Background: an optimization exercise with open tools, aiming at small area and a short achievable clock period. Do not read the settings as production practice.
Where RTL was checked, it was by simulation tests only, not by an equivalence proof against the original.
Power is estimated from default activity; no workload was simulated.

oak:
==> module pwm_generator, before the edit <==
module pwm_generator #(parameter clk_frequency = 450_000_000)(
    input clk,
    input resetn,
    input [1:0] freq_select,
    input [7:0] duty_cycle,
    output reg pwm_out
    );
    reg       zq;     
    reg       last;   
    reg [4:0] k;      
    reg [8:0] vlo;    
    reg [3:0] r0;     
    reg [3:0] r1;     
    reg [7:0] z;      
    function gt8(input [7:0] a, input [7:0] b);
        reg [7:0] g, p;
        reg [3:0] g1, p1;
        reg [1:0] g2, p2;
        integer i;
        begin
            for (i = 0; i < 8; i = i + 1) begin
                g[i] = a[i] & ~b[i];
                p[i] = a[i] | ~b[i];
            end
            for (i = 0; i < 4; i = i + 1) begin
                g1[i] = g[2*i+1] | (p[2*i+1] & g[2*i]);
                p1[i] = p[2*i+1] & p[2*i];
            end
            for (i = 0; i < 2; i = i + 1) begin
                g2[i] = g1[2*i+1] | (p1[2*i+1] & g1[2*i]);
                p2[i] = p1[2*i+1] & p1[2*i];
            end
            gt8 = g2[1] | (p2[1] & g2[0]);
        end
    endfunction
    localparam [63:0] LONG = 64'hd6ad5ad5ab5ab56a;
    wire long_seg = LONG[vlo[5:0]];
    wire k17   = k[4] & k[0];
    wire r0_9  = r0[3] & r0[0];
    wire r1_9  = r1[3] & r1[0];
    wire c10   = last & r0_9;
    wire c100  = c10 & r1_9;
    wire z_ge3   = |z[7:2] | (z[1] & z[0]);
    wire z_eq2   = ~|z[7:2] & z[1] & ~z[0];
    wire z_ge6   = |z[7:3] | (z[2] & z[1]);
    wire z_eq5   = ~|z[7:3] & z[2] & ~z[1] & z[0];
    wire z_ge26  = |z[7:5] | (z[4] & z[3] & (z[2] | (z[1] & z[0])));
    wire z_eq25  = ~|z[7:5] & z[4] & z[3] & ~z[2] & ~z[1] & z[0];
    wire r1_ge6  = r1[3] | (r1[2] & r1[1]);
    wire r1_eq5  = ~r1[3] & r1[2] & ~r1[1] & r1[0];
    wire r1_ge2  = r1[3] | r1[2] | r1[1];
    wire r1_eq1  = ~r1[3] & ~r1[2] & ~r1[1] & r1[0];
    wire r0_ge6  = r0[3] | (r0[2] & r0[1]);
    wire r0_ge2  = r0[3] | r0[2] | r0[1];
    wire ge256   = z_ge3  | (z_eq2  & (r1_ge6 | (r1_eq5 & r0_ge6)));    
    wire ge512   = z_ge6  | (z_eq5  & (r1_ge2 | (r1_eq1 & r0_ge2)));    
    wire ge2560  = z_ge26 | (z_eq25 & r1_ge6);                          
    wire [7:0] w10 = {z[4:0], 3'b000} + {z[4:0], 1'b0} + r1;
    wire wrap1   = ge256  | (&vlo[7:0] & k17);
    wire wrap2   = ge512  | (&vlo[8:0] & k17);
    wire wrap10  = ge2560 | (z_eq25 & r1_eq5 & r0_9 & k17);
    wire wrap100 = &z & r1_9 & r0_9 & k17;
    wire [7:0] d    = duty_cycle;
    wire [7:0] t1   = zq ? 8'd0 : (vlo[7:0] | {8{ge256}});
    wire [7:0] t2   = zq ? 8'd0 : (vlo[8:1] | {8{ge512}});
    wire [7:0] t10  = zq ? 8'd0 : (w10      | {8{ge2560}});
    wire [7:0] t100 = zq ? 8'd0 : z;
    wire hi1   = gt8(d, t1);
    wire hi2   = gt8(d, t2);
    wire hi10  = gt8(d, t10);
    wire hi100 = gt8(d, t100);
    reg hi, wrap;
    always @(*) begin
        case (freq_select)
            2'b00: begin hi = hi100; wrap = wrap100; end
            2'b01: begin hi = hi10;  wrap = wrap10;  end
            2'b10: begin hi = hi2;   wrap = wrap2;   end
            default: begin hi = hi1; wrap = wrap1;   end
        endcase
    end
    always @(posedge clk or negedge resetn) begin
        if (!resetn) begin
            zq      <= 1'b1;
            pwm_out <= 1'b0;
        end else begin
            pwm_out <= hi;
            zq      <= ~zq & wrap;
        end
    end
    always @(posedge clk) begin
        if (zq) begin
            last <= 1'b0;
            k    <= 5'd1;
            vlo  <= 9'd0;
            r0   <= 4'd0;
            r1   <= 4'd0;
            z    <= 8'd0;
        end else begin
            last <= ~last & ((k == 5'd16) | ((k == 5'd15) & ~long_seg));
            k    <= last ? 5'd0 : k + 1'b1;
            vlo  <= vlo + last;
            if (last) r0 <= r0_9 ? 4'd0 : r0 + 1'b1;
            if (c10)  r1 <= r1_9 ? 4'd0 : r1 + 1'b1;
            z    <= z + c100;
        end
    end
endmodule
Settings: LEC_CHECK=0, ABC_CLOCK_PERIOD_IN_PS=2000, CAP_MARGIN=20, CORE_MARGIN=2, CORE_UTILIZATION=40, SETUP_SLACK_MARGIN=4.7, SLEW_MARGIN=20; clock period 7.0 ns.
run.sh (not shown) runs the stock make flow with config.mk's settings and CLKGATE_MAP_FILE= SYNTH_SCRIPT=/design/flow/synth_recipe.tcl, a recipe that flattens the netlist after the stock synthesis.
## Diff of input files: pine against oak
-- flow/design.v --
<<< oak, line 15
    reg [7:0] z;      
    function gt8(input [7:0] a, input [7:0] b);
        reg [7:0] g, p;
        reg [3:0] g1, p1;
        reg [1:0] g2, p2;
        integer i;
        begin
            for (i = 0; i < 8; i = i + 1) begin
                g[i] = a[i] & ~b[i];
                p[i] = a[i] | ~b[i];
            end
            for (i = 0; i < 4; i = i + 1) begin
                g1[i] = g[2*i+1] | (p[2*i+1] & g[2*i]);
                p1[i] = p[2*i+1] & p[2*i];
            end
            for (i = 0; i < 2; i = i + 1) begin
                g2[i] = g1[2*i+1] | (p1[2*i+1] & g1[2*i]);
                p2[i] = p1[2*i+1] & p1[2*i];
            end
            gt8 = g2[1] | (p2[1] & g2[0]);
        end
    endfunction
>>> pine, line 15
    reg [7:0] z;      
    function gt8(input [7:0] a, input [7:0] b);
        integer i;
        reg c;
        begin
            c = 1'b0;
            for (i = 0; i < 8; i = i + 1)
                c = (a[i] & ~b[i]) | ((a[i] | ~b[i]) & c);
            gt8 = c;
        end
    endfunction
<<< oak, line 62
    wire wrap10  = ge2560 | (z_eq25 & r1_eq5 & r0_9 & k17);
    wire wrap100 = &z & r1_9 & r0_9 & k17;
    wire [7:0] d    = duty_cycle;
    wire [7:0] t1   = zq ? 8'd0 : (vlo[7:0] | {8{ge256}});
    wire [7:0] t2   = zq ? 8'd0 : (vlo[8:1] | {8{ge512}});
    wire [7:0] t10  = zq ? 8'd0 : (w10      | {8{ge2560}});
    wire [7:0] t100 = zq ? 8'd0 : z;
    wire hi1   = gt8(d, t1);
    wire hi2   = gt8(d, t2);
    wire hi10  = gt8(d, t10);
    wire hi100 = gt8(d, t100);
    reg hi, wrap;
    always @(*) begin
>>> pine, line 51
    wire wrap10  = ge2560 | (z_eq25 & r1_eq5 & r0_9 & k17);
    wire wrap100 = &z & r1_9 & r0_9 & k17;
    wire [7:0] d  = duty_cycle;
    wire hi1      = ~ge256  & gt8(d, vlo[7:0]);
    wire hi2      = ~ge512  & gt8(d, vlo[8:1]);
    wire hi10     = ~ge2560 & gt8(d, w10);
    wire hi100    = gt8(d, z);
    reg hi, wrap;
    always @(*) begin
<<< oak, line 85
            pwm_out <= 1'b0;
        end else begin
            pwm_out <= hi;
            zq      <= ~zq & wrap;
        end
>>> pine, line 70
            pwm_out <= 1'b0;
        end else begin
            pwm_out <= zq ? |d : hi;
            zq      <= ~zq & wrap;
        end
--- outcome ---
- In pine the share of the clock period used by the worst path after layout turned out 8.6 points lower than in oak.
- On pine: cell count is 10% lower than what oak gave.
- The fraction of power consumed by combinational cells of pine falls short of that of oak by 3.3 points.
- Re number of flops mapped to enable cells by yosys: no difference whatsoever between oak and pine.
- Depth of the worst register-to-register path for pine is lower than for oak.
- In the tables for pine and oak, met2 global-route usage reads lower with pine.
- Pin count of the biggest net entering global routing: pine and oak compared, higher one is oak
- Comparing oak with pine, the post-route worst hold slack came out essentially unchanged.
- The final-layout clock-cell area share of pine exceeds that of oak by 1.5 points.
- Fraction of layout cells with a size suffix above 1 in pine is 3.5 points lower than in oak
Only the layout flow was run in oak; the RTL was not checked for function there.

what the ideal ports hide:
The flow's constraints put no driver on any port. The routed layouts listed below were extracted and timed again, unchanged, in two steps.
Step 1 sets driving cells, clkbuf_16 on the clock port and buf_2 on the other inputs (assumed; they add their load-dependent delay and slew).
Step 2 also shifts input and output timing later by t, the mid clock arrival at the registers, as if the neighbouring blocks saw the same clock.
a / b / c = ideal ports / drivers / drivers and shift; a / b = the first two.
run | shift t [ns] | setup WS [ns] | worst register clock-pin slew, ns | pins driven straight from the clock port
oak | 0.323 | 3.992 / 4.001 / 3.678 | 0.07 / 0.07 | 1
pine | 0.310 | 4.594 / 4.589 / 4.278 | 0.08 / 0.08 | 1
After both steps setup and hold are still met in every run listed. The setup slack of pine, which loses most, moves by -0.005 ns with the drivers and by -0.316 ns with both steps.
